Context: an optimization exercise on an open-source flow, tuned for small area and a short achievable clock period. The choices shown serve that exercise and are no tape-out recipe. No run shown here included a check of the RTL's function; only the layout flow was run. No activity file was given, so power comes from the tool's default toggle rates.

--- config.mk ---
export PLATFORM = sky130hd
export DESIGN_NAME = complex
export DESIGN_NICKNAME = complex
export VERILOG_FILES = /design/flow/design.v
export SDC_FILE = /design/flow/constraint.sdc
export NUM_CORES = 4
export LEC_CHECK = 0
export CAP_MARGIN = 20
export CORE_MARGIN = 2
export CORE_UTILIZATION = 40
export CTS_BUF_LIST = sky130_fd_sc_hd__clkbuf_8
export CTS_CLUSTER_DIAMETER = 200
export CTS_CLUSTER_SIZE = 32
export PLACE_DENSITY = 0.6
export SETUP_SLACK_MARGIN = 4.2
export SLEW_MARGIN = 20
export SYNTH_HIERARCHICAL = 1
--- constraint.sdc ---
create_clock -name core_clock -period 10.0 [get_ports {clk}]
set_input_delay 2.0000 -clock core_clock [delete_from_list [all_inputs] [get_ports {clk}]]
set_output_delay 2.0000 -clock core_clock [all_outputs]
set_load 0.01 [all_outputs]
--- design.v ---
module HA(input a, input b, output s, output co);
  assign s = a ^ b;
  assign co = a & b;
endmodule
module HAN(input a, input b, output s, output co);
  assign s = ~(a ^ b);
  OR2 o (a, b, co);
endmodule
module OR2(input a, input b, output y);
  assign y = a | b;
endmodule
module FA(input a, input b, input c, output s, output co);
  assign s = a ^ b ^ c;
  assign co = (a & b) | (a & c) | (b & c);
endmodule
module FA1(input a, input b, output s, output co);
  assign s = ~(a ^ b);
  OR2 o (a, b, co);
endmodule
module G_NAND2(input a, input b, output y);
  assign y = ~(a & b);
endmodule
module G_NOR2(input a, input b, output y);
  assign y = ~(a | b);
endmodule
module G_XOR2(input a, input b, output y);
  assign y = a ^ b;
endmodule
module G_XNOR2(input a, input b, output y);
  assign y = ~(a ^ b);
endmodule
module G_INV(input a, output y);
  assign y = ~a;
endmodule
module G_AOI21(input a1, input a2, input b1, output y);
  assign y = ~((a1 & a2) | b1);
endmodule
module G_OAI21(input a1, input a2, input b1, output y);
  assign y = ~((a1 | a2) & b1);
endmodule
module complex(clk, a0, a1, b0, b1, im, re);
  input clk;
  input [7:0] a0, a1, b0, b1;
  output reg [15:0] im, re;
  wire [15:0] re_d, im_d;
  wire rs1;
  wire rc2;
  wire rs3;
  wire rc4;
  wire rs5;
  wire rc6;
  wire rs7;
  wire rc8;
  wire rs9;
  wire rc10;
  wire rs11;
  wire rc12;
  wire rs13;
  wire rc14;
  wire rs15;
  wire rc16;
  wire rs17;
  wire rc18;
  wire rs19;
  wire rc20;
  wire rs21;
  wire rc22;
  wire rs23;
  wire rc24;
  wire rs25;
  wire rc26;
  wire rs27;
  wire rc28;
  wire rs29;
  wire rc30;
  wire rs31;
  wire rc32;
  wire rs33;
  wire rc34;
  wire rs35;
  wire rc36;
  wire rs37;
  wire rc38;
  wire rs39;
  wire rc40;
  wire rs41;
  wire rc42;
  wire rs43;
  wire rc44;
  wire rs45;
  wire rc46;
  wire rs47;
  wire rc48;
  wire rs49;
  wire rc50;
  wire rs51;
  wire rc52;
  wire rs53;
  wire rc54;
  wire rs55;
  wire rc56;
  wire rs57;
  wire rc58;
  wire rs59;
  wire rc60;
  wire rs61;
  wire rc62;
  wire rs63;
  wire rc64;
  wire rn65;
  wire rs66;
  wire rc67;
  wire rs68;
  wire rc69;
  wire rs70;
  wire rc71;
  wire rs72;
  wire rc73;
  wire rs74;
  wire rc75;
  wire rs76;
  wire rc77;
  wire rs78;
  wire rc79;
  wire rs80;
  wire rc81;
  wire rs82;
  wire rc83;
  wire rs84;
  wire rc85;
  wire rs86;
  wire rc87;
  wire rs88;
  wire rc89;
  wire rs90;
  wire rc91;
  wire rs92;
  wire rc93;
  wire rs94;
  wire rc95;
  wire rs96;
  wire rc97;
  wire rs98;
  wire rc99;
  wire rs100;
  wire rc101;
  wire rs102;
  wire rc103;
  wire rs104;
  wire rc105;
  wire rs106;
  wire rc107;
  wire rs108;
  wire rc109;
  wire rs110;
  wire rc111;
  wire rs112;
  wire rc113;
  wire rs114;
  wire rc115;
  wire rs116;
  wire rc117;
  wire rs118;
  wire rc119;
  wire rs120;
  wire rc121;
  wire rn122;
  wire rs123;
  wire rc124;
  wire rs125;
  wire rc126;
  wire rs127;
  wire rc128;
  wire rs129;
  wire rc130;
  wire rs131;
  wire rc132;
  wire rs133;
  wire rc134;
  wire rs135;
  wire rc136;
  wire rs137;
  wire rc138;
  wire rs139;
  wire rc140;
  wire rs141;
  wire rc142;
  wire rs143;
  wire rc144;
  wire rs145;
  wire rc146;
  wire rs147;
  wire rc148;
  wire rs149;
  wire rc150;
  wire rs151;
  wire rc152;
  wire rs153;
  wire rc154;
  wire rs155;
  wire rc156;
  wire rs157;
  wire rc158;
  wire rs159;
  wire rc160;
  wire rs161;
  wire rc162;
  wire rs163;
  wire rc164;
  wire rs165;
  wire rc166;
  wire rs167;
  wire rc168;
  wire rs169;
  wire rc170;
  wire rs171;
  wire rc172;
  wire rs173;
  wire rc174;
  wire rs175;
  wire rc176;
  wire rs177;
  wire rc178;
  wire rs179;
  wire rc180;
  wire rs181;
  wire rc182;
  wire rs183;
  wire rc184;
  wire rs185;
  wire rc186;
  wire rs187;
  wire rc188;
  wire rs189;
  wire rc190;
  wire rs191;
  wire rc192;
  wire rs193;
  wire rc194;
  wire rs195;
  wire rc196;
  wire rs197;
  wire rc198;
  wire rs199;
  wire rc200;
  wire rs201;
  wire rc202;
  wire rs203;
  wire rc204;
  wire rs205;
  wire rc206;
  wire rs207;
  wire rc208;
  wire rs209;
  wire rc210;
  wire rs211;
  wire rc212;
  wire rs213;
  wire rc214;
  wire rs215;
  wire rc216;
  wire rs217;
  wire rc218;
  wire rs219;
  wire rc220;
  wire rs221;
  wire rc222;
  wire rs223;
  wire rc224;
  wire rs225;
  wire rc226;
  wire rars227;
  wire rarc228;
  wire rars229;
  wire rarc230;
  wire rars231;
  wire rarc232;
  wire rars233;
  wire rarc234;
  wire rars235;
  wire rarc236;
  wire rars237;
  wire rarc238;
  wire rapw239;
  wire ragw240;
  wire ratw241;
  wire rapw242;
  wire ragw243;
  wire ratw244;
  wire rapw245;
  wire ragw246;
  wire ratw247;
  wire rapw248;
  wire ragw249;
  wire ratw250;
  wire rapw251;
  wire ragw252;
  wire ratw253;
  wire rapw254;
  wire ragw255;
  wire ratw256;
  wire rapw257;
  wire ragw258;
  wire ratw259;
  wire rapw260;
  wire ragw261;
  wire ratw262;
  wire rapw263;
  wire ragw264;
  wire ratw265;
  wire rapw266;
  wire raiw267;
  wire raxw268;
  wire raxw269;
  wire rayw270;
  wire raiw271;
  wire raxw272;
  wire raxw273;
  wire raxw274;
  wire raiw275;
  wire raxw276;
  wire raxw277;
  wire rayw278;
  wire raxw279;
  wire rayw280;
  wire raiw281;
  wire raxw282;
  wire raxw283;
  wire raxw284;
  wire raiw285;
  wire raxw286;
  wire rasw287;
  wire rasw288;
  wire rasw289;
  wire rasw290;
  wire rasw291;
  wire rasw292;
  wire rasw293;
  wire rasw294;
  wire rasw295;
  wire rasw296;
  wire is297;
  wire ic298;
  wire is299;
  wire ic300;
  wire is301;
  wire ic302;
  wire is303;
  wire ic304;
  wire is305;
  wire ic306;
  wire is307;
  wire ic308;
  wire is309;
  wire ic310;
  wire is311;
  wire ic312;
  wire is313;
  wire ic314;
  wire is315;
  wire ic316;
  wire is317;
  wire ic318;
  wire is319;
  wire ic320;
  wire is321;
  wire ic322;
  wire is323;
  wire ic324;
  wire is325;
  wire ic326;
  wire is327;
  wire ic328;
  wire is329;
  wire ic330;
  wire is331;
  wire ic332;
  wire is333;
  wire ic334;
  wire is335;
  wire ic336;
  wire is337;
  wire ic338;
  wire is339;
  wire ic340;
  wire is341;
  wire ic342;
  wire is343;
  wire ic344;
  wire is345;
  wire ic346;
  wire is347;
  wire ic348;
  wire is349;
  wire ic350;
  wire is351;
  wire ic352;
  wire is353;
  wire ic354;
  wire is355;
  wire ic356;
  wire is357;
  wire ic358;
  wire is359;
  wire ic360;
  wire is361;
  wire ic362;
  wire is363;
  wire ic364;
  wire is365;
  wire ic366;
  wire is367;
  wire ic368;
  wire is369;
  wire ic370;
  wire is371;
  wire ic372;
  wire is373;
  wire ic374;
  wire is375;
  wire ic376;
  wire is377;
  wire ic378;
  wire is379;
  wire ic380;
  wire is381;
  wire ic382;
  wire is383;
  wire ic384;
  wire is385;
  wire ic386;
  wire is387;
  wire ic388;
  wire is389;
  wire ic390;
  wire is391;
  wire ic392;
  wire is393;
  wire ic394;
  wire is395;
  wire ic396;
  wire is397;
  wire ic398;
  wire is399;
  wire ic400;
  wire is401;
  wire ic402;
  wire is403;
  wire ic404;
  wire is405;
  wire ic406;
  wire is407;
  wire ic408;
  wire is409;
  wire ic410;
  wire is411;
  wire ic412;
  wire is413;
  wire ic414;
  wire is415;
  wire ic416;
  wire is417;
  wire ic418;
  wire is419;
  wire ic420;
  wire is421;
  wire ic422;
  wire is423;
  wire ic424;
  wire is425;
  wire ic426;
  wire is427;
  wire ic428;
  wire is429;
  wire ic430;
  wire is431;
  wire ic432;
  wire is433;
  wire ic434;
  wire is435;
  wire ic436;
  wire is437;
  wire ic438;
  wire is439;
  wire ic440;
  wire is441;
  wire ic442;
  wire is443;
  wire ic444;
  wire is445;
  wire ic446;
  wire is447;
  wire ic448;
  wire is449;
  wire ic450;
  wire is451;
  wire ic452;
  wire is453;
  wire ic454;
  wire is455;
  wire ic456;
  wire is457;
  wire ic458;
  wire is459;
  wire ic460;
  wire is461;
  wire ic462;
  wire is463;
  wire ic464;
  wire is465;
  wire ic466;
  wire is467;
  wire ic468;
  wire is469;
  wire ic470;
  wire is471;
  wire ic472;
  wire is473;
  wire ic474;
  wire is475;
  wire ic476;
  wire is477;
  wire ic478;
  wire is479;
  wire ic480;
  wire is481;
  wire ic482;
  wire is483;
  wire ic484;
  wire is485;
  wire ic486;
  wire is487;
  wire ic488;
  wire is489;
  wire ic490;
  wire is491;
  wire ic492;
  wire is493;
  wire ic494;
  wire is495;
  wire ic496;
  wire is497;
  wire ic498;
  wire is499;
  wire ic500;
  wire is501;
  wire ic502;
  wire is503;
  wire ic504;
  wire is505;
  wire ic506;
  wire iasw507;
  wire iarw508;
  wire iars509;
  wire iarc510;
  wire iaow511;
  wire iars512;
  wire iarc513;
  wire iaow514;
  wire iars515;
  wire iarc516;
  wire iaow517;
  wire iars518;
  wire iarc519;
  wire iaow520;
  wire iars521;
  wire iarc522;
  wire iaow523;
  wire iapw524;
  wire iagw525;
  wire iatw526;
  wire iapw527;
  wire iagw528;
  wire iatw529;
  wire iapw530;
  wire iagw531;
  wire iatw532;
  wire iapw533;
  wire iagw534;
  wire iatw535;
  wire iapw536;
  wire iagw537;
  wire iatw538;
  wire iapw539;
  wire iagw540;
  wire iatw541;
  wire iapw542;
  wire iagw543;
  wire iatw544;
  wire iapw545;
  wire iagw546;
  wire iatw547;
  wire iapw548;
  wire iagw549;
  wire iatw550;
  wire iapw551;
  wire iaiw552;
  wire iaxw553;
  wire iaxw554;
  wire iayw555;
  wire iaiw556;
  wire iaxw557;
  wire iaxw558;
  wire iaxw559;
  wire iaiw560;
  wire iaxw561;
  wire iaxw562;
  wire iayw563;
  wire iaxw564;
  wire iayw565;
  wire iaiw566;
  wire iaxw567;
  wire iaxw568;
  wire iaxw569;
  wire iaiw570;
  wire iaxw571;
  wire iasw572;
  wire iasw573;
  wire iasw574;
  wire iasw575;
  wire iasw576;
  wire iasw577;
  wire iasw578;
  wire iasw579;
  wire iasw580;
  wire iasw581;
  FA1 ru2 ((a0[0] & b0[6]), (a0[1] & b0[5]), rs1, rc2);
  FA1 ru4 ((a0[0] & b0[7]), (a0[1] & b0[6]), rs3, rc4);
  FA ru6 ((a0[2] & b0[5]), (a0[3] & b0[4]), (a0[4] & b0[3]), rs5, rc6);
  HA ru8 ((a0[5] & b0[2]), (a0[6] & b0[1]), rs7, rc8);
  FA1 ru10 ((a0[1] & b0[7]), (a0[2] & b0[6]), rs9, rc10);
  FA ru12 ((a0[3] & b0[5]), (a0[4] & b0[4]), (a0[5] & b0[3]), rs11, rc12);
  HA ru14 ((a0[6] & b0[2]), (a0[7] & b0[1]), rs13, rc14);
  FA ru16 ((a0[2] & b0[7]), (a0[3] & b0[6]), (a0[4] & b0[5]), rs15, rc16);
  FA1 ru18 ((a0[0] & b0[4]), (a0[1] & b0[3]), rs17, rc18);
  FA1 ru20 ((a0[0] & b0[5]), (a0[1] & b0[4]), rs19, rc20);
  FA ru22 ((a0[2] & b0[3]), (a0[3] & b0[2]), (a0[4] & b0[1]), rs21, rc22);
  HA ru24 ((a0[5] & b0[0]), ~(a1[0] & b1[5]), rs23, rc24);
  FA ru26 ((a0[2] & b0[4]), (a0[3] & b0[3]), (a0[4] & b0[2]), rs25, rc26);
  FA ru28 ((a0[5] & b0[1]), (a0[6] & b0[0]), ~(a1[0] & b1[6]), rs27, rc28);
  FA ru30 (~(a1[1] & b1[5]), ~(a1[2] & b1[4]), ~(a1[3] & b1[3]), rs29, rc30);
  HA ru32 (~(a1[4] & b1[2]), ~(a1[5] & b1[1]), rs31, rc32);
  FA ru34 ((a0[7] & b0[0]), ~(a1[0] & b1[7]), ~(a1[1] & b1[6]), rs33, rc34);
  FA ru36 (~(a1[2] & b1[5]), ~(a1[3] & b1[4]), ~(a1[4] & b1[3]), rs35, rc36);
  FA ru38 (~(a1[5] & b1[2]), ~(a1[6] & b1[1]), ~(a1[7] & b1[0]), rs37, rc38);
  FA ru40 (rc2, rs3, rs7, rs39, rc40);
  FA ru42 (~(a1[1] & b1[7]), ~(a1[2] & b1[6]), ~(a1[3] & b1[5]), rs41, rc42);
  FA ru44 (~(a1[4] & b1[4]), ~(a1[5] & b1[3]), ~(a1[6] & b1[2]), rs43, rc44);
  FA ru46 (~(a1[7] & b1[1]), rc4, rc8, rs45, rc46);
  FA ru48 (rs9, rs13, rc6, rs47, rc48);
  FA ru50 ((a0[5] & b0[4]), (a0[6] & b0[3]), (a0[7] & b0[2]), rs49, rc50);
  FA ru52 (~(a1[2] & b1[7]), ~(a1[3] & b1[6]), ~(a1[4] & b1[5]), rs51, rc52);
  FA ru54 (~(a1[5] & b1[4]), ~(a1[6] & b1[3]), ~(a1[7] & b1[2]), rs53, rc54);
  FA ru56 (rc10, rc14, rc12, rs55, rc56);
  FA ru58 ((a0[3] & b0[7]), (a0[4] & b0[6]), (a0[5] & b0[5]), rs57, rc58);
  FA ru60 ((a0[6] & b0[4]), (a0[7] & b0[3]), ~(a1[3] & b1[7]), rs59, rc60);
  FA ru62 (~(a1[4] & b1[6]), ~(a1[5] & b1[5]), ~(a1[6] & b1[4]), rs61, rc62);
  FA ru64 ((a0[4] & b0[7]), (a0[5] & b0[6]), (a0[6] & b0[5]), rs63, rc64);
  assign rn65 = ~((a0[0] & b0[2]));
  FA1 ru67 ((a0[0] & b0[3]), (a0[1] & b0[2]), rs66, rc67);
  FA ru69 ((a0[2] & b0[1]), (a0[3] & b0[0]), ~(a1[0] & b1[3]), rs68, rc69);
  FA ru71 ((a0[2] & b0[2]), (a0[3] & b0[1]), (a0[4] & b0[0]), rs70, rc71);
  FA ru73 (~(a1[0] & b1[4]), ~(a1[1] & b1[3]), ~(a1[2] & b1[2]), rs72, rc73);
  HA ru75 (~(a1[3] & b1[1]), ~(a1[4] & b1[0]), rs74, rc75);
  FA ru77 (~(a1[1] & b1[4]), ~(a1[2] & b1[3]), ~(a1[3] & b1[2]), rs76, rc77);
  FA ru79 (~(a1[4] & b1[1]), ~(a1[5] & b1[0]), rc18, rs78, rc79);
  FA ru81 (rs19, rs23, rc75, rs80, rc81);
  FA ru83 (~(a1[6] & b1[0]), rc20, rs1, rs82, rc83);
  FA ru85 (rc24, rs31, rc22, rs84, rc85);
  FA ru87 (rc77, rs25, rs27, rs86, rc87);
  FA ru89 (rc32, rc26, rc28, rs88, rc89);
  FA ru91 (rc30, rs5, rs33, rs90, rc91);
  FA ru93 (rs35, rs37, rc83, rs92, rc93);
  FA ru95 (rc34, rc36, rc38, rs94, rc95);
  FA ru97 (rs11, rs41, rs43, rs96, rc97);
  FA ru99 (rc40, rs45, rc89, rs98, rc99);
  FA ru101 (rc42, rc44, rs15, rs100, rc101);
  FA ru103 (rs49, rs51, rs53, rs102, rc103);
  FA ru105 (rc46, rc48, rc95, rs104, rc105);
  FA ru107 (~(a1[7] & b1[3]), rc16, rc50, rs106, rc107);
  FA ru109 (rc52, rc54, rs57, rs108, rc109);
  FA ru111 (rs59, rs61, rc56, rs110, rc111);
  FA ru113 ((a0[7] & b0[4]), ~(a1[4] & b1[7]), ~(a1[5] & b1[6]), rs112, rc113);
  FA ru115 (~(a1[6] & b1[5]), ~(a1[7] & b1[4]), rc58, rs114, rc115);
  FA ru117 (rc60, rc62, rs63, rs116, rc117);
  FA ru119 ((a0[5] & b0[7]), (a0[6] & b0[6]), (a0[7] & b0[5]), rs118, rc119);
  FA ru121 (~(a1[5] & b1[7]), ~(a1[6] & b1[6]), ~(a1[7] & b1[5]), rs120, rc121);
  assign rn122 = ~((a0[0] & b0[1]));
  FA ru124 ((a0[1] & b0[1]), (a0[2] & b0[0]), ~(a1[0] & b1[2]), rs123, rc124);
  HA ru126 (~(a1[1] & b1[1]), ~(a1[2] & b1[0]), rs125, rc126);
  FA ru128 (~(a1[1] & b1[2]), ~(a1[2] & b1[1]), ~(a1[3] & b1[0]), rs127, rc128);
  FA ru130 ((a0[0] & b0[2]), rs66, rc126, rs129, rc130);
  FA ru132 (rc67, rs17, rs74, rs131, rc132);
  FA ru134 (rc69, rc128, rs70, rs133, rc134);
  FA ru136 (rc71, rc73, rs21, rs135, rc136);
  FA ru138 (rs76, rs78, rc132, rs137, rc138);
  FA ru140 (rs29, rc79, rc81, rs139, rc140);
  FA ru142 (rs82, rs84, rc136, rs141, rc142);
  FA ru144 (rs39, rc85, rc87, rs143, rc144);
  FA ru146 (rs88, rs90, rc140, rs145, rc146);
  FA ru148 (rs47, rc91, rs94, rs147, rc148);
  FA ru150 (rs96, rc93, rs98, rs149, rc150);
  FA ru152 (rs55, rc97, rs100, rs151, rc152);
  FA ru154 (rs102, rc99, rs104, rs153, rc154);
  FA ru156 (rc101, rc103, rs106, rs155, rc156);
  FA ru158 (rs108, rc105, rs110, rs157, rc158);
  FA ru160 (rs112, rc107, rc109, rs159, rc160);
  FA ru162 (rs114, rs116, rc111, rs161, rc162);
  FA ru164 (rc64, rc113, rs118, rs163, rc164);
  FA ru166 (rs120, rc115, rc117, rs165, rc166);
  FA ru168 ((a0[6] & b0[7]), (a0[7] & b0[6]), ~(a1[6] & b1[7]), rs167, rc168);
  FA ru170 (~(a1[7] & b1[6]), rc119, rc121, rs169, rc170);
  HA ru172 ((a0[1] & b0[0]), ~(a1[0] & b1[1]), rs171, rc172);
  FA ru174 ((a0[0] & b0[1]), rn65, rs125, rs173, rc174);
  FA ru176 (rc124, rs68, rs127, rs175, rc176);
  FA ru178 (rs72, rc130, rs131, rs177, rc178);
  FA ru180 (rs80, rc134, rs135, rs179, rc180);
  FA ru182 (rs86, rc138, rs139, rs181, rc182);
  FA ru184 (rs92, rc142, rs143, rs183, rc184);
  FA ru186 (rc144, rs147, rc146, rs185, rc186);
  FA ru188 (rc148, rs151, rc150, rs187, rc188);
  FA ru190 (rc152, rs155, rc154, rs189, rc190);
  FA ru192 (rc156, rs159, rc158, rs191, rc192);
  FA ru194 (rs163, rc160, rs165, rs193, rc194);
  FA ru196 (rs167, rc164, rs169, rs195, rc196);
  FA ru198 ((a0[7] & b0[7]), ~(a1[7] & b1[7]), rc168, rs197, rc198);
  HA ru200 (~(a1[1] & b1[0]), rn122, rs199, rc200);
  FA ru202 (rc172, rc200, rs123, rs201, rc202);
  FA ru204 (rc174, rs129, rc202, rs203, rc204);
  FA ru206 (rc176, rs133, rs177, rs205, rc206);
  FA ru208 (rs137, rc178, rs179, rs207, rc208);
  FA ru210 (rs141, rc180, rs181, rs209, rc210);
  FA ru212 (rc182, rs145, rs183, rs211, rc212);
  FA ru214 (rs149, rc184, rs185, rs213, rc214);
  FA ru216 (rs153, rc186, rs187, rs215, rc216);
  FA ru218 (rs157, rc188, rs189, rs217, rc218);
  FA ru220 (rs161, rc190, rs191, rs219, rc220);
  FA ru222 (rc162, rs193, rc192, rs221, rc222);
  FA ru224 (rc166, rs195, rc194, rs223, rc224);
  FA ru226 (rc170, rs197, rc196, rs225, rc226);
  FA1 raru228 ((a0[0] & b0[0]), ~(a1[0] & b1[0]), rars227, rarc228);
  FA raru230 (rs171, rs199, rarc228, rars229, rarc230);
  FA raru232 (rs173, rs201, rarc230, rars231, rarc232);
  FA raru234 (rs175, rs203, rarc232, rars233, rarc234);
  FA raru236 (rc204, rs205, rarc234, rars235, rarc236);
  FA raru238 (rc206, rs207, rarc236, rars237, rarc238);
  G_XOR2 rapu239 (rc208, rs209, rapw239);
  G_NAND2 ragu240 (rc208, rs209, ragw240);
  G_NOR2 ratu241 (rc208, rs209, ratw241);
  G_XOR2 rapu242 (rc210, rs211, rapw242);
  G_NAND2 ragu243 (rc210, rs211, ragw243);
  G_NOR2 ratu244 (rc210, rs211, ratw244);
  G_XOR2 rapu245 (rc212, rs213, rapw245);
  G_NAND2 ragu246 (rc212, rs213, ragw246);
  G_NOR2 ratu247 (rc212, rs213, ratw247);
  G_XOR2 rapu248 (rc214, rs215, rapw248);
  G_NAND2 ragu249 (rc214, rs215, ragw249);
  G_NOR2 ratu250 (rc214, rs215, ratw250);
  G_XOR2 rapu251 (rc216, rs217, rapw251);
  G_NAND2 ragu252 (rc216, rs217, ragw252);
  G_NOR2 ratu253 (rc216, rs217, ratw253);
  G_XOR2 rapu254 (rc218, rs219, rapw254);
  G_NAND2 ragu255 (rc218, rs219, ragw255);
  G_NOR2 ratu256 (rc218, rs219, ratw256);
  G_XOR2 rapu257 (rc220, rs221, rapw257);
  G_NAND2 ragu258 (rc220, rs221, ragw258);
  G_NOR2 ratu259 (rc220, rs221, ratw259);
  G_XOR2 rapu260 (rc222, rs223, rapw260);
  G_NAND2 ragu261 (rc222, rs223, ragw261);
  G_NOR2 ratu262 (rc222, rs223, ratw262);
  G_XOR2 rapu263 (rc224, rs225, rapw263);
  G_NAND2 ragu264 (rc224, rs225, ragw264);
  G_NOR2 ratu265 (rc224, rs225, ratw265);
  G_XOR2 rapu266 (rc198, rc226, rapw266);
  G_INV raiu267 (rarc238, raiw267);
  G_OAI21 raxu268 (ratw241, raiw267, ragw240, raxw268);
  G_OAI21 raxu269 (ratw247, ragw243, ragw246, raxw269);
  G_NOR2 rayu270 (ratw247, ratw244, rayw270);
  G_INV raiu271 (raxw268, raiw271);
  G_OAI21 raxu272 (ratw244, raiw271, ragw243, raxw272);
  G_AOI21 raxu273 (rayw270, raxw268, raxw269, raxw273);
  G_OAI21 raxu274 (ratw250, raxw273, ragw249, raxw274);
  G_INV raiu275 (raxw274, raiw275);
  G_OAI21 raxu276 (ratw253, raiw275, ragw252, raxw276);
  G_OAI21 raxu277 (ratw259, ragw255, ragw258, raxw277);
  G_NOR2 rayu278 (ratw259, ratw256, rayw278);
  G_OAI21 raxu279 (ratw265, ragw261, ragw264, raxw279);
  G_NOR2 rayu280 (ratw265, ratw262, rayw280);
  G_INV raiu281 (raxw276, raiw281);
  G_OAI21 raxu282 (ratw256, raiw281, ragw255, raxw282);
  G_AOI21 raxu283 (rayw278, raxw276, raxw277, raxw283);
  G_OAI21 raxu284 (ratw262, raxw283, ragw261, raxw284);
  G_INV raiu285 (raxw283, raiw285);
  G_AOI21 raxu286 (rayw280, raiw285, raxw279, raxw286);
  G_XOR2 rasu287 (rapw239, rarc238, rasw287);
  G_XOR2 rasu288 (rapw242, raxw268, rasw288);
  G_XOR2 rasu289 (rapw245, raxw272, rasw289);
  G_XNOR2 rasu290 (rapw248, raxw273, rasw290);
  G_XOR2 rasu291 (rapw251, raxw274, rasw291);
  G_XOR2 rasu292 (rapw254, raxw276, rasw292);
  G_XOR2 rasu293 (rapw257, raxw282, rasw293);
  G_XNOR2 rasu294 (rapw260, raxw283, rasw294);
  G_XOR2 rasu295 (rapw263, raxw284, rasw295);
  G_XNOR2 rasu296 (rapw266, raxw286, rasw296);
  HAN iu298 (~(a0[0] & b1[6]), ~(a0[1] & b1[5]), is297, ic298);
  FA iu300 (~(a0[0] & b1[7]), ~(a0[1] & b1[6]), ~(a0[2] & b1[5]), is299, ic300);
  FA iu302 (~(a0[3] & b1[4]), ~(a0[4] & b1[3]), ~(a0[5] & b1[2]), is301, ic302);
  FA iu304 (~(a0[1] & b1[7]), ~(a0[2] & b1[6]), ~(a0[3] & b1[5]), is303, ic304);
  HAN iu306 (~(a0[4] & b1[4]), ~(a0[5] & b1[3]), is305, ic306);
  HAN iu308 (~(a0[2] & b1[7]), ~(a0[3] & b1[6]), is307, ic308);
  HAN iu310 (~(a0[0] & b1[4]), ~(a0[1] & b1[3]), is309, ic310);
  FA iu312 (~(a0[0] & b1[5]), ~(a0[1] & b1[4]), ~(a0[2] & b1[3]), is311, ic312);
  FA iu314 (~(a0[3] & b1[2]), ~(a0[4] & b1[1]), ~(a0[5] & b1[0]), is313, ic314);
  FA iu316 (~(a0[2] & b1[4]), ~(a0[3] & b1[3]), ~(a0[4] & b1[2]), is315, ic316);
  FA iu318 (~(a0[5] & b1[1]), ~(a0[6] & b1[0]), ~(a1[0] & b0[6]), is317, ic318);
  FA iu320 (~(a1[1] & b0[5]), ~(a1[2] & b0[4]), ~(a1[3] & b0[3]), is319, ic320);
  FA iu322 (~(a0[6] & b1[1]), ~(a0[7] & b1[0]), ~(a1[0] & b0[7]), is321, ic322);
  FA iu324 (~(a1[1] & b0[6]), ~(a1[2] & b0[5]), ~(a1[3] & b0[4]), is323, ic324);
  FA iu326 (~(a1[4] & b0[3]), ~(a1[5] & b0[2]), ~(a1[6] & b0[1]), is325, ic326);
  HAN iu328 (~(a1[7] & b0[0]), ic298, is327, ic328);
  FA iu330 (~(a0[6] & b1[2]), ~(a0[7] & b1[1]), ~(a1[1] & b0[7]), is329, ic330);
  FA iu332 (~(a1[2] & b0[6]), ~(a1[3] & b0[5]), ~(a1[4] & b0[4]), is331, ic332);
  FA iu334 (~(a1[5] & b0[3]), ~(a1[6] & b0[2]), ~(a1[7] & b0[1]), is333, ic334);
  FA iu336 (is305, ic300, ic302, is335, ic336);
  FA iu338 (~(a0[4] & b1[5]), ~(a0[5] & b1[4]), ~(a0[6] & b1[3]), is337, ic338);
  FA iu340 (~(a0[7] & b1[2]), ~(a1[2] & b0[7]), ~(a1[3] & b0[6]), is339, ic340);
  FA iu342 (~(a1[4] & b0[5]), ~(a1[5] & b0[4]), ~(a1[6] & b0[3]), is341, ic342);
  FA iu344 (~(a1[7] & b0[2]), ic306, is307, is343, ic344);
  FA iu346 (~(a0[3] & b1[7]), ~(a0[4] & b1[6]), ~(a0[5] & b1[5]), is345, ic346);
  FA iu348 (~(a0[6] & b1[4]), ~(a0[7] & b1[3]), ~(a1[3] & b0[7]), is347, ic348);
  FA iu350 (~(a1[4] & b0[6]), ~(a1[5] & b0[5]), ~(a1[6] & b0[4]), is349, ic350);
  FA iu352 (~(a0[4] & b1[7]), ~(a0[5] & b1[6]), ~(a0[6] & b1[5]), is351, ic352);
  FA iu354 (~(a0[0] & b1[3]), ~(a0[1] & b1[2]), ~(a0[2] & b1[1]), is353, ic354);
  FA iu356 (~(a0[2] & b1[2]), ~(a0[3] & b1[1]), ~(a0[4] & b1[0]), is355, ic356);
  FA iu358 (~(a1[0] & b0[4]), ~(a1[1] & b0[3]), ~(a1[2] & b0[2]), is357, ic358);
  FA iu360 (~(a1[0] & b0[5]), ~(a1[1] & b0[4]), ~(a1[2] & b0[3]), is359, ic360);
  FA iu362 (~(a1[3] & b0[2]), ~(a1[4] & b0[1]), ~(a1[5] & b0[0]), is361, ic362);
  HAN iu364 (ic310, ic356, is363, ic364);
  FA iu366 (~(a1[4] & b0[2]), ~(a1[5] & b0[1]), ~(a1[6] & b0[0]), is365, ic366);
  FA iu368 (is297, ic312, ic314, is367, ic368);
  FA iu370 (ic360, ic362, is315, is369, ic370);
  FA iu372 (ic316, ic318, ic320, is371, ic372);
  FA iu374 (ic366, is299, is301, is373, ic374);
  FA iu376 (is321, is323, is325, is375, ic376);
  FA iu378 (ic322, ic324, ic326, is377, ic378);
  FA iu380 (is303, is329, is331, is379, ic380);
  FA iu382 (is333, ic328, ic372, is381, ic382);
  FA iu384 (ic304, ic330, ic332, is383, ic384);
  FA iu386 (ic334, is337, is339, is385, ic386);
  FA iu388 (is341, is343, ic336, is387, ic388);
  FA iu390 (~(a1[7] & b0[3]), ic308, ic338, is389, ic390);
  FA iu392 (ic340, ic342, is345, is391, ic392);
  FA iu394 (is347, is349, ic344, is393, ic394);
  FA iu396 (~(a0[7] & b1[4]), ~(a1[4] & b0[7]), ~(a1[5] & b0[6]), is395, ic396);
  FA iu398 (~(a1[6] & b0[5]), ~(a1[7] & b0[4]), ic346, is397, ic398);
  FA iu400 (ic348, ic350, is351, is399, ic400);
  FA iu402 (~(a0[5] & b1[7]), ~(a0[6] & b1[6]), ~(a0[7] & b1[5]), is401, ic402);
  FA iu404 (~(a1[5] & b0[7]), ~(a1[6] & b0[6]), ~(a1[7] & b0[5]), is403, ic404);
  FA iu406 (~(a0[0] & b1[2]), ~(a0[1] & b1[1]), ~(a0[2] & b1[0]), is405, ic406);
  FA iu408 (~(a0[3] & b1[0]), ~(a1[0] & b0[3]), ~(a1[1] & b0[2]), is407, ic408);
  HAN iu410 (~(a1[2] & b0[1]), ~(a1[3] & b0[0]), is409, ic410);
  FA iu412 (~(a1[3] & b0[1]), ~(a1[4] & b0[0]), is309, is411, ic412);
  FA iu414 (ic410, ic354, ic408, is413, ic414);
  FA iu416 (ic358, is311, is313, is415, ic416);
  FA iu418 (is359, is361, is363, is417, ic418);
  FA iu420 (is317, is319, is365, is419, ic420);
  FA iu422 (ic364, is367, ic416, is421, ic422);
  FA iu424 (is327, ic368, ic370, is423, ic424);
  FA iu426 (is371, ic420, is373, is425, ic426);
  FA iu428 (is335, ic374, ic376, is427, ic428);
  FA iu430 (is377, is379, is381, is429, ic430);
  FA iu432 (ic378, ic380, is383, is431, ic432);
  FA iu434 (is385, ic382, is387, is433, ic434);
  FA iu436 (ic384, ic386, is389, is435, ic436);
  FA iu438 (is391, is393, ic388, is437, ic438);
  FA iu440 (is395, ic390, ic392, is439, ic440);
  FA iu442 (is397, is399, ic394, is441, ic442);
  FA iu444 (ic352, ic396, is401, is443, ic444);
  FA iu446 (is403, ic398, ic400, is445, ic446);
  FA iu448 (~(a0[6] & b1[7]), ~(a0[7] & b1[6]), ~(a1[6] & b0[7]), is447, ic448);
  FA iu450 (~(a1[7] & b0[6]), ic402, ic404, is449, ic450);
  HAN iu452 (~(a0[0] & b1[1]), ~(a0[1] & b1[0]), is451, ic452);
  FA iu454 (~(a1[0] & b0[2]), ~(a1[1] & b0[1]), ~(a1[2] & b0[0]), is453, ic454);
  FA iu456 (is409, ic406, ic454, is455, ic456);
  FA iu458 (is355, is357, is411, is457, ic458);
  FA iu460 (ic412, ic414, is415, is459, ic460);
  FA iu462 (is369, is419, ic418, is461, ic462);
  FA iu464 (is375, ic422, is423, is463, ic464);
  FA iu466 (ic424, ic426, is427, is465, ic466);
  FA iu468 (ic428, is431, ic430, is467, ic468);
  FA iu470 (ic432, is435, ic434, is469, ic470);
  FA iu472 (ic436, is439, is441, is471, ic472);
  FA iu474 (is443, ic440, is445, is473, ic474);
  FA iu476 (is447, ic444, is449, is475, ic476);
  FA iu478 (~(a0[7] & b1[7]), ~(a1[7] & b0[7]), ic448, is477, ic478);
  HAN iu480 (~(a1[0] & b0[1]), ~(a1[1] & b0[0]), is479, ic480);
  FA iu482 (ic452, ic480, is405, is481, ic482);
  FA iu484 (is353, is407, is455, is483, ic484);
  FA iu486 (ic456, is413, is457, is485, ic486);
  FA iu488 (is417, ic458, is459, is487, ic488);
  FA iu490 (is421, ic460, is461, is489, ic490);
  FA iu492 (is425, ic462, is463, is491, ic492);
  FA iu494 (is429, ic464, is465, is493, ic494);
  FA iu496 (is433, ic466, is467, is495, ic496);
  FA iu498 (is437, ic468, is469, is497, ic498);
  FA iu500 (ic438, is471, ic470, is499, ic500);
  FA iu502 (ic442, is473, ic472, is501, ic502);
  FA iu504 (ic446, is475, ic474, is503, ic504);
  FA iu506 (ic450, is477, ic476, is505, ic506);
  G_XOR2 iasu507 (~(a0[0] & b1[0]), ~(a1[0] & b0[0]), iasw507);
  OR2 iaru508 (~(a0[0] & b1[0]), ~(a1[0] & b0[0]), iarw508);
  FA iaru510 (is451, is479, iarw508, iars509, iarc510);
  G_INV iaou511 (iars509, iaow511);
  FA iaru513 (is453, is481, iarc510, iars512, iarc513);
  G_INV iaou514 (iars512, iaow514);
  FA iaru516 (ic482, is483, iarc513, iars515, iarc516);
  G_INV iaou517 (iars515, iaow517);
  FA iaru519 (ic484, is485, iarc516, iars518, iarc519);
  G_INV iaou520 (iars518, iaow520);
  FA iaru522 (ic486, is487, iarc519, iars521, iarc522);
  G_INV iaou523 (iars521, iaow523);
  G_XOR2 iapu524 (ic488, is489, iapw524);
  G_NAND2 iagu525 (ic488, is489, iagw525);
  G_NOR2 iatu526 (ic488, is489, iatw526);
  G_XOR2 iapu527 (ic490, is491, iapw527);
  G_NAND2 iagu528 (ic490, is491, iagw528);
  G_NOR2 iatu529 (ic490, is491, iatw529);
  G_XOR2 iapu530 (ic492, is493, iapw530);
  G_NAND2 iagu531 (ic492, is493, iagw531);
  G_NOR2 iatu532 (ic492, is493, iatw532);
  G_XOR2 iapu533 (ic494, is495, iapw533);
  G_NAND2 iagu534 (ic494, is495, iagw534);
  G_NOR2 iatu535 (ic494, is495, iatw535);
  G_XOR2 iapu536 (ic496, is497, iapw536);
  G_NAND2 iagu537 (ic496, is497, iagw537);
  G_NOR2 iatu538 (ic496, is497, iatw538);
  G_XOR2 iapu539 (ic498, is499, iapw539);
  G_NAND2 iagu540 (ic498, is499, iagw540);
  G_NOR2 iatu541 (ic498, is499, iatw541);
  G_XOR2 iapu542 (ic500, is501, iapw542);
  G_NAND2 iagu543 (ic500, is501, iagw543);
  G_NOR2 iatu544 (ic500, is501, iatw544);
  G_XOR2 iapu545 (ic502, is503, iapw545);
  G_NAND2 iagu546 (ic502, is503, iagw546);
  G_NOR2 iatu547 (ic502, is503, iatw547);
  G_XOR2 iapu548 (ic504, is505, iapw548);
  G_NAND2 iagu549 (ic504, is505, iagw549);
  G_NOR2 iatu550 (ic504, is505, iatw550);
  G_XOR2 iapu551 (ic478, ic506, iapw551);
  G_INV iaiu552 (iarc522, iaiw552);
  G_AOI21 iaxu553 (iagw525, iaiw552, iatw526, iaxw553);
  G_AOI21 iaxu554 (iagw531, iatw529, iatw532, iaxw554);
  G_NAND2 iayu555 (iagw531, iagw528, iayw555);
  G_INV iaiu556 (iaxw553, iaiw556);
  G_AOI21 iaxu557 (iagw528, iaiw556, iatw529, iaxw557);
  G_OAI21 iaxu558 (iayw555, iaxw553, iaxw554, iaxw558);
  G_AOI21 iaxu559 (iagw534, iaxw558, iatw535, iaxw559);
  G_INV iaiu560 (iaxw559, iaiw560);
  G_AOI21 iaxu561 (iagw537, iaiw560, iatw538, iaxw561);
  G_AOI21 iaxu562 (iagw543, iatw541, iatw544, iaxw562);
  G_NAND2 iayu563 (iagw543, iagw540, iayw563);
  G_AOI21 iaxu564 (iagw549, iatw547, iatw550, iaxw564);
  G_NAND2 iayu565 (iagw549, iagw546, iayw565);
  G_INV iaiu566 (iaxw561, iaiw566);
  G_AOI21 iaxu567 (iagw540, iaiw566, iatw541, iaxw567);
  G_OAI21 iaxu568 (iayw563, iaxw561, iaxw562, iaxw568);
  G_AOI21 iaxu569 (iagw546, iaxw568, iatw547, iaxw569);
  G_INV iaiu570 (iaxw568, iaiw570);
  G_OAI21 iaxu571 (iayw565, iaiw570, iaxw564, iaxw571);
  G_XNOR2 iasu572 (iapw524, iarc522, iasw572);
  G_XNOR2 iasu573 (iapw527, iaxw553, iasw573);
  G_XNOR2 iasu574 (iapw530, iaxw557, iasw574);
  G_XOR2 iasu575 (iapw533, iaxw558, iasw575);
  G_XNOR2 iasu576 (iapw536, iaxw559, iasw576);
  G_XNOR2 iasu577 (iapw539, iaxw561, iasw577);
  G_XNOR2 iasu578 (iapw542, iaxw567, iasw578);
  G_XOR2 iasu579 (iapw545, iaxw568, iasw579);
  G_XNOR2 iasu580 (iapw548, iaxw569, iasw580);
  G_XOR2 iasu581 (iapw551, iaxw571, iasw581);
  assign re_d[0] = rars227;
  assign re_d[1] = rars229;
  assign re_d[2] = rars231;
  assign re_d[3] = rars233;
  assign re_d[4] = rars235;
  assign re_d[5] = rars237;
  assign re_d[6] = rasw287;
  assign re_d[7] = rasw288;
  assign re_d[8] = rasw289;
  assign re_d[9] = rasw290;
  assign re_d[10] = rasw291;
  assign re_d[11] = rasw292;
  assign re_d[12] = rasw293;
  assign re_d[13] = rasw294;
  assign re_d[14] = rasw295;
  assign re_d[15] = rasw296;
  assign im_d[0] = iasw507;
  assign im_d[1] = iaow511;
  assign im_d[2] = iaow514;
  assign im_d[3] = iaow517;
  assign im_d[4] = iaow520;
  assign im_d[5] = iaow523;
  assign im_d[6] = iasw572;
  assign im_d[7] = iasw573;
  assign im_d[8] = iasw574;
  assign im_d[9] = iasw575;
  assign im_d[10] = iasw576;
  assign im_d[11] = iasw577;
  assign im_d[12] = iasw578;
  assign im_d[13] = iasw579;
  assign im_d[14] = iasw580;
  assign im_d[15] = iasw581;
  always @(posedge clk) begin
    re <= re_d;
    im <= im_d;
  end
endmodule
--- flow/run.sh ---
#!/bin/bash
set -o pipefail
export BUFFER_PORTS_ARGS="-buffer_cell sky130_fd_sc_hd__buf_1"
cp standard.sh standard_sh.txt 2>/dev/null
bash standard.sh > standard.log 2>&1
--- standard.sh ---
#!/bin/bash
# synth_recipe.tcl (not shown) runs the flow's synth.tcl, then flattens the netlist and writes it again
# the make line also repeats each setting of config.mk as NAME=value (left out here)
make -C /OpenROAD-flow-scripts/flow DESIGN_CONFIG=/design/flow/config.mk WORK_HOME=/design/flow/orfs CLKGATE_MAP_FILE= SYNTH_SCRIPT=/design/flow/synth_recipe.tcl "${@:-finish}"
==> results of run 1 <==
## final timing paths
check	depth (start not counted)	slack, ps	endpoint	startpoint
max	16	4310	re[14]$_DFF_P_	a0[4]
min	3	2030	im[0]$_DFF_P_	a0[0]
## area by class of cell
class / instances / area (um^2) / area share (%)
multi-input combinational: 610 / 6360 / 78.5
timing repair buffer: 91 / 653 / 8.06
sequential: 32 / 641 / 7.90
tap: 229 / 287 / 3.54
clock buffer: 5 / 68.8 / 0.849
inverter: 15 / 56.3 / 0.695
clock inverter: 3 / 38.8 / 0.479
## metal layers
metal | vias to the layer above | part of all wire (%)
met5 | - | 0
met4 | 0 | 1.0
met3 | 14 | 6.9
met2 | 176 | 50
met1 | 2547 | 42
li1 | 2187 | -
## state kept, by name (all words and copies together), names as in the netlist
register and flops:
im 16, re 16
## worst max-delay path: stages
cell	delay, ps
buf_6	140
and2_1	190
fa_1	430
fa_1	480
fa_1	570
fa_1	430
fa_2	590
nor2_4	40
o21ai_1	150
a21oi_2	60
o21ai_2	150
inv_1	70
o21ai_2	180
a21oi_2	100
o21ai_1	170
xor2_1	160
## cell families after synthesis
| kind of cell | Yosys count |
|---|---|
| AND/OR/NAND/NOR | 317 |
| adder cells (fa/ha/maj) | 212 |
| buffers and inverters | 63 |
| XOR/XNOR | 57 |
| flip-flops | 32 |
| AO/OA/AOI/OAI | 24 |
## through the flow
| stage | area [um^2] | setup slack (ps) | cells |
|---|---|---|---|
| 5_1_grt | 8110 | 4170 | 985 |
| 3_3_place_gp | 7560 | 3390 | 956 |
| 3_5_place_dp | 7560 | 3300 | 956 |
| 6_report | 8110 | 4310 | 985 |
| 2_1_floorplan | 7520 | 4100 | 705 |
| 4_1_cts | 7870 | 4190 | 970 |
## synthesized netlist by cell type (all sizes together)
library cell	n	share of area, %
ha	8	1.4
inv	15	0.77
o21ai	12	0.82
clkbuf	16	1.1
a21oi	12	1.4
nand2	215	11
nor2	21	1.1
xnor2	26	3.1
and2	64	5.5
fa	204	56
buf	32	3.9
dfxtp	32	8.8
xor2	31	3.7
or2	17	1.5
## Yosys stat by module, one instance, submodules excluded, a selection
module   cells  times used
FA           1         204
G_INV        1          15
G_XOR2       1          31
OR2          1          17
HA           1           8
G_OAI21      1          12
G_NAND2      1          21
G_AOI21      1          12
complex    338           1
FA1          1           7
## power by group through the flow
stage               Sequential, uW  Clock [uW]  Combinational, uW
CTS                            257         142               2120
global placement               261           0               2000
global route                   261         144               2540
detailed placement             259           0               2030
floorplan                      292           0               1700
finish                         255         132               2250
## timing repair
item	CTS	global route
pin swaps	4	22
setup buffers	6	13
resized for setup	79	44
endpoints found under the setup margin	10	7
gates cloned	0	2
==> metrics.yaml, run 1 <==
power_and_ir_drop:
  finalPower_uw: 2630
  switching_share_pct: 46.5
  clkPwrFrac_pct: 5.0
  combPwrFrac_pct: 85.3
  power.switching_uw: 1220
  p_per_area_nw_per_um2: 325
  peakVddDrop_mv: 0.364
  leakagePower_uw: 0.00304
  p_int_uw: 1410
  seqPwrFrac_pct: 9.7
global_route:
  globalRouteTotalUtil_pct: 17.1
  grt_pass1_wl_um: 26200
  grt-ovfl-total: 0
  grt_pass1_vias: 5404
  top_usage_layer: "met2"
  use_met1_pct: 23.1
  met3_usage_pct: 3.49
  grtUsageMet2_pct: 28.4
  antenna_found_initial: 0
  grt_max_degree: 19
die:
  dieWidth_um: 139
  die_h_um: 139
  pin_count: 65
  core-area_um2: 18000
  design.die.area_um2: 19400
  start_util_pct: 40.7
  rows: 49
synth:
  synth_seq_cells: 32
  netlist_instances: 705
  syn_avg_cell_area_um2: 10.4
  synth_mux_area_share_pct: 0
  syn_nets: 950
  synthAdderAreaFrac_pct: 57.3
  synth-xor-area-share_pct: 6.84
  synth_compound_area_share_pct: 2.26
  seq_area_frac_synth_pct: 8.77
  synthDistinctLibCells: 15
  synth_warnings: 7
  synth_simple_gate_area_share_pct: 19.1
  synth_area_um2: 7300
  synth_top_family_by_area: "adder cells"
cts:
  clkTransAtPathRegs_ps: 70
  cts_buffers: 5
  cts-htree-levels: 2
  postCtsHoldBufs: 0
  cts_tree: "done"
  clk_path_buf_depth: 2
  clock-sinks: 32
  cts_root_buf: "clkbuf_8"
drt:
  viasPerCell: 5.00
  drc: 0
  wl_per_cell_um: 16.0
  drtPass1Iterations: 5
  ant_nets: 0
  drtIter0Drc: 291
  num_vias: 4924
  wl_um: 15700
cells_and_area:
  final_nets: 1000
  utilization_pct: 45.1
  layout_common_cells: "nand2_1 (212), fa_1 (181), and2_1 (62)"
  area_growth_pct: 11.0
  nFillCells: 1717
  final_common_cell: "nand2_1"
  antennaDiodeCount: 0
  drive_gt1_share_pct: 14.7
sta:
  rsz0062_at_grt: "true"
  slew_headroom_pct: 83.2
  max_freq_ghz: 0.176
  finalCriticalPeriod_ps: 5690
  setup-tns-final_ps: 0
  slew_viol_final: 0
  whs_ps: 2030
  final-setup-viol-count: 0
  finalHoldViolCount: 0
  tightestPinTransition_ps: 250
  fin_crit_sh_pct: 56.9
min_path:
  hold_path_class: "primary input to register"
setup_path:
  cp.arrival_ps: 5930
  crit_type: "primary input to register"
  cp_max_fo: 16
  start_kind: "primary input"
  worst_ep_required_time_ps: 10240
  end_kind: "register"
job:
  cap_violations: 0
placed_design:
  io_buffers: 64
  dp_hpwl_um: 11700
  gp_congestion: 0.795
run_status:
  run_status: "finished clean"
==> inputs of run 2 (changes only) <==
--- a/config.mk
+++ b/config.mk
@@ -13,5 +13,5 @@
 export CTS_CLUSTER_SIZE = 32
 export PLACE_DENSITY = 0.6
-export SETUP_SLACK_MARGIN = 4.2
+export SETUP_SLACK_MARGIN = 4.4
 export SLEW_MARGIN = 20
 export SYNTH_HIERARCHICAL = 1
==> run 2 against run 1 <==
Largest power group unchanged. Total power is 16% higher. Non-clock buffer count is 35 higher. Largest cell class unchanged. Still clean. Clock power hardly changed.
==> metrics.yaml, run 2 <==
synth:
  yosysTopAreaCell: "fa_1"
  synth_edf_count: 0  # unchanged
  ys.flop_type: "dfxtp_1"
  seq_area_frac_synth_pct: 8.77  # unchanged
  syn_nets: 950  # unchanged
  synth_warnings: 7  # unchanged
  synth_compound_area_share_pct: 2.26  # unchanged
  synth_top_family_by_area: "adder cells"
  synth_area_um2: 7300  # unchanged
  synth_top_area_share_pct: 55.9  # unchanged
  synth_simple_gate_area_share_pct: 19.1  # unchanged
  synthAdderAreaFrac_pct: 57.3  # unchanged
  synth_seq_cells: 32  # unchanged
  synthDistinctLibCells: 15  # unchanged
  netlist_instances: 705  # unchanged
  yosys-top-cells-count: "nand2_1 (215), fa_1 (204), and2_1 (64)"
  synth-xor-area-share_pct: 6.84  # unchanged
  synth_area_leaders: "fa_1 (56%), nand2_1 (11%), dfxtp_1 (8.8%)"
  syn_avg_cell_area_um2: 10.4  # unchanged
  post-synth-top-count-cell: "nand2_1"
  async_reset_ff_share_pct: 0  # unchanged
  synth_mux_area_share_pct: 0  # unchanged
cts:
  cts_root_buf: "clkbuf_8"
  clkTransAtPathRegs_ps: 80  # about the same
  clk_path_buf_depth: 2  # unchanged
  postCtsHoldBufs: 0  # unchanged
  clock-sinks: 32  # unchanged
  cts_buffers: 5  # unchanged
  cts-htree-levels: 2  # unchanged
  cts_tree: "done"
placed_design:
  dp_hpwl_um: 11700  # +0.72%
  io_buffers: 64  # unchanged
  gp_congestion: 0.799  # +0.45%
die:
  design.die.area_um2: 19400  # unchanged
  start_util_pct: 40.7  # unchanged
  rows: 49  # unchanged
  pin_count: 65  # unchanged
  dieWidth_um: 139  # unchanged
  core-area_um2: 18000  # unchanged
  die_h_um: 139  # unchanged
global_route:
  antenna_found_initial: 0  # unchanged
  grt_pass1_wl_um: 27900  # +6.5%
  grt_max_degree: 19  # unchanged
  globalRouteTotalUtil_pct: 18.2  # +1.2 points
  grt_pass1_vias: 5693  # +5.3%
  grt-ovfl-total: 0  # unchanged
sta:
  finalCriticalPeriod_ps: 5690  # +4.14 ps
  setup-tns-final_ps: 0  # unchanged
  max_freq_ghz: 0.176  # about the same
  slew_viol_final: 0  # unchanged
  slew_headroom_pct: 81.4  # -1.8 points
  rsz0062_at_grt: "true"
  finalHoldViolCount: 0  # unchanged
  fin_crit_sh_pct: 56.9  # about the same
  whs_ps: 2020  # -4.95 ps
  final-setup-viol-count: 0  # unchanged
  tightestPinTransition_ps: 277  # +27.4 ps
cells_and_area:
  layout_common_cells: "nand2_1 (201), fa_1 (166), and2_1 (61)"
  final_common_cell: "nand2_1"
  nFillCells: 1638  # -4.6%
  antennaDiodeCount: 0  # unchanged
  reg.largest.list: "im x16, re x16"
  drive_gt1_share_pct: 23.6  # +9.0 points
  area_growth_pct: 21.1
  final_nets: 1035  # +3.5%
drt:
  num_vias: 5185  # +5.3%
  wl_per_cell_um: 17.0  # +6.7%
  drtPass1Iterations: 5  # unchanged
  ant_nets: 0  # unchanged
  drc: 0  # unchanged
  wl_um: 17400  # +11%
  drtIter0Drc: 290  # -0.34%
  viasPerCell: 5.08  # +1.7%
setup_path:
  cp_max_fo: 6  # -10
  crit_slowest_cell: "fa_2"
  end_kind: "register"
  worst_ep_required_time_ps: 10200  # -40 ps
  critical_path.cell_chain: "buf_1, buf_6, nand2_4, fa_1, fa_2, fa_1, fa_1, fa_2, nand2_2, a21oi_2, o21ai_2, a21oi_2, inv_2, a21oi_4, o21ai_4, buf_4, xor2_1"
  start_kind: "primary input"
  cp.arrival_ps: 5900  # -30 ps
  slowest_delay_ps: 620  # +30 ps
  path_delay_family: "adder cells"
  crit_buf_inv: 4  # +2
  crit_type: "primary input to register"
  path_common_cell: "fa_1"
job:
  cap_violations: 0  # unchanged
power_and_ir_drop:
  p_int_uw: 1710  # +22%
  combPwrFrac_pct: 87.4  # +2.1 points
  power.switching_uw: 1350  # +11%
  p_per_area_nw_per_um2: 347  # +6.7%
  switching_share_pct: 44.2  # -2.4 points
  peakVddDrop_mv: 0.356  # -2.3%
  clkPwrFrac_pct: 4.3  # -0.7 points
  leakagePower_uw: 0.00335  # +10%
  seqPwrFrac_pct: 8.3  # -1.4 points
run_status:
  run_status: "finished clean"
min_path:
  hold_path_class: "primary input to register"
run 2: per-layer routing:
layer  routed length [um]  global-route usage [%]  vias to the layer above
li1                     -                       -                     2264
met1                 7230                    25.1                     2704
met2                 8670                    30.3                      197
met3                 1240                    3.11                       20
met4                  221                    4.63                        0
met5                    0                       0                        -
run 2: final timing paths:
| path | startpoint | end | slack, ps | depth (start not counted) |
|---|---|---|---|---|
| max | b1[7] | im[13]$_DFF_P_ | 4310 | 17 |
| min | a1[0] | re[0]$_DFF_P_ | 2020 | 3 |
run 2: area by class of cell:
cell class	instances	area [um^2]	share of cell area, %
multi-input combinational	610	6530	73.8
clock buffer	5	68.8	0.778
inverter	15	56.3	0.637
tap	229	287	3.24
clock inverter	3	38.8	0.439
timing repair buffer	126	1220	13.8
sequential	32	641	7.24
run 2: modules after synthesis, one instance, submodules excluded, excerpt:
| module | area, um^2 | copies in the design |
|---|---|---|
| G_OAI21 | 5.00 | 12 |
| HA | 12.5 | 8 |
| FA | 20.0 | 204 |
| HAN | 8.76 | 9 |
| G_XNOR2 | 8.76 | 10 |
| G_INV | 3.75 | 15 |
| G_NOR2 | 3.75 | 21 |
run 2: power groups by stage:
stage	Combinational (uW)	Clock (uW)	Sequential, uW
after floorplan	1720	0	292
after global placement	2020	0	261
after detailed placement	2050	0	260
after CTS	2340	141	257
after global routing	3010	144	261
final	2680	133	255
run 2: kinds of logic (layout without fill, tap and decap cells):
group,Yosys count,after routing
DFF,32,32
and+or+nand+nor,317,317
adders and majority gates,212,212
xor gates and xnor gates,57,57
AOI/OAI and AO/OA,24,24
buffers and inverters,63,149
run 2: timing repair:
item,in CTS,in global routing
setup endpoints to repair,14,11
buffers inserted,29,20
cloned,2,5
hold endpoints to repair,0,0
gates resized for setup,129,74
pin swaps,34,36
run 2: through the flow:
stage                     total power (uW)  area, um^2  utilization (%)  cells  worst slack, ps
final                                 3070        8840             49.2   1020             4310
after global routing                  3420        8840             49.2   1020             4160
after CTS                             2740        8290             46.1    995             4340
after detailed placement              2310        7600             42.3    956             3290
after global placement                2280        7600             42.3    956             3390
after floorplan                       2010        7580                -    705             4100
==> inputs of run 3 (changes only) <==
--- a/config.mk
+++ b/config.mk
@@ -13,5 +13,5 @@
 export CTS_CLUSTER_SIZE = 32
 export PLACE_DENSITY = 0.6
-export SETUP_SLACK_MARGIN = 4.4
+export SETUP_SLACK_MARGIN = 4.6
 export SLEW_MARGIN = 20
 export SYNTH_HIERARCHICAL = 1
==> run 3 against run 2 <==
Still clean. Design area fell by 3.1%. Worst setup slack improved by 1.1 ps. Total power fell by 8.7%. Critical endpoint is now im[15]$_DFF_P_.
==> metrics.yaml, run 3 <==
synth:
  seq_area_frac_synth_pct: 8.77  # unchanged
  synth_seq_cells: 32  # unchanged
  syn_nets: 950  # unchanged
  ys.flop_type: "dfxtp_1"
  synth_edf_count: 0  # unchanged
  synth_warnings: 7  # unchanged
  synth_area_leaders: "fa_1 (56%), nand2_1 (11%), dfxtp_1 (8.8%)"
  yosysTopAreaCell: "fa_1"
  syn_avg_cell_area_um2: 10.4  # unchanged
  yosys-top-cells-count: "nand2_1 (215), fa_1 (204), and2_1 (64)"
  synth_area_um2: 7300  # unchanged
  async_reset_ff_share_pct: 0  # unchanged
  netlist_instances: 705  # unchanged
  synth_top_area_share_pct: 55.9  # unchanged
  synthDistinctLibCells: 15  # unchanged
  post-synth-top-count-cell: "nand2_1"
power_and_ir_drop:
  finalPower_uw: 2800  # -8.7%
  peakVddDrop_mv: 0.338  # -4.8%
  leakagePower_uw: 0.00323  # -3.4%
  p_per_area_nw_per_um2: 327  # -5.8%
cts:
  clk_path_buf_depth: 2  # unchanged
  clkTransAtPathRegs_ps: 70  # about the same
  clock-sinks: 32  # unchanged
  cts-htree-levels: 2  # unchanged
  postCtsHoldBufs: 0  # unchanged
  cts_root_buf: "clkbuf_8"
  cts_buffers: 5  # unchanged
  cts_tree: "done"
cells_and_area:
  reg.largest.list: "im x16, re x16"
  final_nets: 1023  # -1.2%
  drive_gt1_share_pct: 21.6  # -2.1 points
  multiInputGateArea_um2: 6500  # -0.50%
  area_growth_pct: 17.4
  seqCellArea_um2: 641  # unchanged
  layout_common_cells: "nand2_1 (205), fa_1 (171), and2_1 (55)"
  antennaDiodeCount: 0  # unchanged
  nFillCells: 1660  # +1.3%
  final_common_cell: "nand2_1"
sta:
  slew_headroom_pct: 80.4  # -0.98 points
  setup-tns-final_ps: 0  # unchanged
  tightestPinTransition_ps: 292  # +14.7 ps
  slew_viol_final: 0  # unchanged
  fin_crit_sh_pct: 56.9  # about the same
  whs_ps: 2030  # +10.6 ps
  max_freq_ghz: 0.176  # about the same
  rsz0062_at_grt: "true"
  final-setup-viol-count: 0  # unchanged
  finalHoldViolCount: 0  # unchanged
  finalCriticalPeriod_ps: 5690  # -1.12 ps
global_route:
  antenna_found_initial: 0  # unchanged
  grt_max_degree: 19  # unchanged
  grt-ovfl-total: 0  # unchanged
  grt_pass1_vias: 5608  # -1.5%
  grt_pass1_wl_um: 28100  # +0.57%
  globalRouteTotalUtil_pct: 18.5  # +0.22 points
job:
  cap_violations: 0  # unchanged
run_status:
  run_status: "finished clean"
min_path:
  hold_path_class: "primary input to register"
die:
  dieWidth_um: 139  # unchanged
  design.die.area_um2: 19400  # unchanged
  die_h_um: 139  # unchanged
  pin_count: 65  # unchanged
  start_util_pct: 40.7  # unchanged
  core-area_um2: 18000  # unchanged
  rows: 49  # unchanged
setup_path:
  cp_max_fo: 7  # +1
  crit_buf_inv: 6  # +2
  slowest_delay_ps: 540  # -80 ps
  cp.arrival_ps: 5900  # about the same
  critical_path.cell_chain: "buf_1, buf_6, buf_4, buf_4, nand2_1, fa_1, fa_1, fa_1, fa_1, fa_1, nand2_1, a21oi_2, inv_2, a21oi_4, o21ai_4, inv_2, o21ai_2, xor2_1"
  path_common_cell: "fa_1"
  crit_slowest_cell: "fa_1"
  start_kind: "primary input"
  worst_ep_required_time_ps: 10200  # about the same
  path_delay_family: "adder cells"
  end_kind: "register"
  crit_type: "primary input to register"
placed_design:
  dp_hpwl_um: 11800  # +0.32%
  io_buffers: 64  # unchanged
  gp_congestion: 0.798  # -0.13%
drt:
  wl_um: 16900  # -2.9%
  wl_per_cell_um: 16.7  # -1.8%
  drtIter0Drc: 368  # +27%
  viasPerCell: 5.01  # -1.4%
  drtPass1Iterations: 5  # unchanged
  num_vias: 5050  # -2.6%
  ant_nets: 0  # unchanged
  drc: 0  # unchanged
## run 3: final timing paths
| kind | endpoint | slack [ps] | depth (start not counted) | from |
|---|---|---|---|---|
| max | im[15]$_DFF_P_ | 4310 | 18 | a0[6] |
| min | re[0]$_DFF_P_ | 2030 | 3 | a1[0] |
## run 3: routing by layer
| metal | GRT usage (%) | wire length [um] |
|---|---|---|
| met2 | 30.6 | 8450 |
| met4 | 3.30 | 157 |
| met5 | 0 | 0 |
| met3 | 3.97 | 1200 |
| met1 | 25.5 | 7050 |
## run 3: timing repair
action / in CTS / in global routing
setup buffers: 34 / 8
setup endpoints to repair: 17 / 11
gates resized for setup: 143 / 28
pin swaps: 52 / 37
cloned: 1 / 0
## run 3: cell families after synthesis
| kind of cell | Yosys count | share of synthesized area (%) |
|---|---|---|
| and+or+nand+nor | 317 | 19.1 |
| adders and majority gates | 212 | 57.3 |
| buffers and inverters | 63 | 5.77 |
| xor gates and xnor gates | 57 | 6.84 |
| DFF | 32 | 8.77 |
| AOI/OAI and AO/OA | 24 | 2.26 |
## run 3: cell type report
| type | count | area share [%] |
|---|---|---|
| sequential | 32 | 7.47 |
| inverter | 15 | 0.657 |
| multi-input combinational | 610 | 75.8 |
| clock buffer | 5 | 0.803 |
| timing repair buffer | 114 | 11.5 |
| tap | 229 | 3.34 |
| clock inverter | 3 | 0.452 |
## run 3: modules after synthesis (local to each module, per instance), excerpt
module | times used | area [um^2] | cells inside
G_XOR2 | 31 | 8.76 | 1
G_NOR2 | 21 | 3.75 | 1
HA | 8 | 12.5 | 1
G_OAI21 | 12 | 5.00 | 1
OR2 | 17 | 6.26 | 1
G_XNOR2 | 10 | 8.76 | 1
## run 3: report_power, final
group / internal [uW] / switching [uW] / total, uW
Clock: 73.0 / 59.8 / 133
Combinational: 1190 / 1220 / 2410
Sequential: 240 / 14.8 / 255
Total: 1500 / 1300 / 2800
## run 3: tightest hold or removal path: cells and delay by family
| kind | cells | cell delay [ps] |
|---|---|---|
| simple gates | 1 | 90 |
| xor+xnor | 1 | 70 |
| buf+inv | 1 | 140 |
## run 3: stage by stage
stage / utilization [%] / instance area (um^2) / cells / setup WS [ps]
after floorplan: - / 7580 / 705 / 4100
after global placement: 42.4 / 7610 / 957 / 3390
after detailed placement: 42.4 / 7610 / 957 / 3320
after CTS: 46.7 / 8380 / 1000 / 4320
after global routing: 47.7 / 8570 / 1008 / 4130
final: 47.7 / 8570 / 1008 / 4310

re-timing with driven ports:
The results above use ideal ports. As a check the final layouts listed here were re-extracted and re-timed, cells and wires unchanged.
Step 1 (the two cells are an assumption about what drives the block):
set clk [get_ports {clk}]
set_driving_cell -lib_cell sky130_fd_sc_hd__clkbuf_16 $clk
set_driving_cell -lib_cell sky130_fd_sc_hd__buf_2 [delete_from_list [all_inputs] $clk]
Step 2 moves the port delays by t, midway between the first and last clock arrival at a register: inputs arrive t later, outputs are due t later. That takes back most of the time a late clock gives input paths.
Slacks: no drivers / after step 1 / after step 2; pairs: no drivers / after step 1.
run | shift t [ns] | slack for setup (ns) | worst setup path at the end | worst data-port slew with drivers (ns)
run 1 | 0.347 | 4.312 / 4.311 / 3.963 | input to register | 0.06
run 2 | 0.350 | 4.307 / 4.256 / 3.905 | input to register | 0.16
run 3 | 0.354 | 4.308 / 4.278 / 3.924 | input to register | 0.08
After both steps setup and hold are still met in every run listed. The setup slack of run 2, which loses most, moves by -0.051 ns with the drivers and by -0.402 ns with both steps.
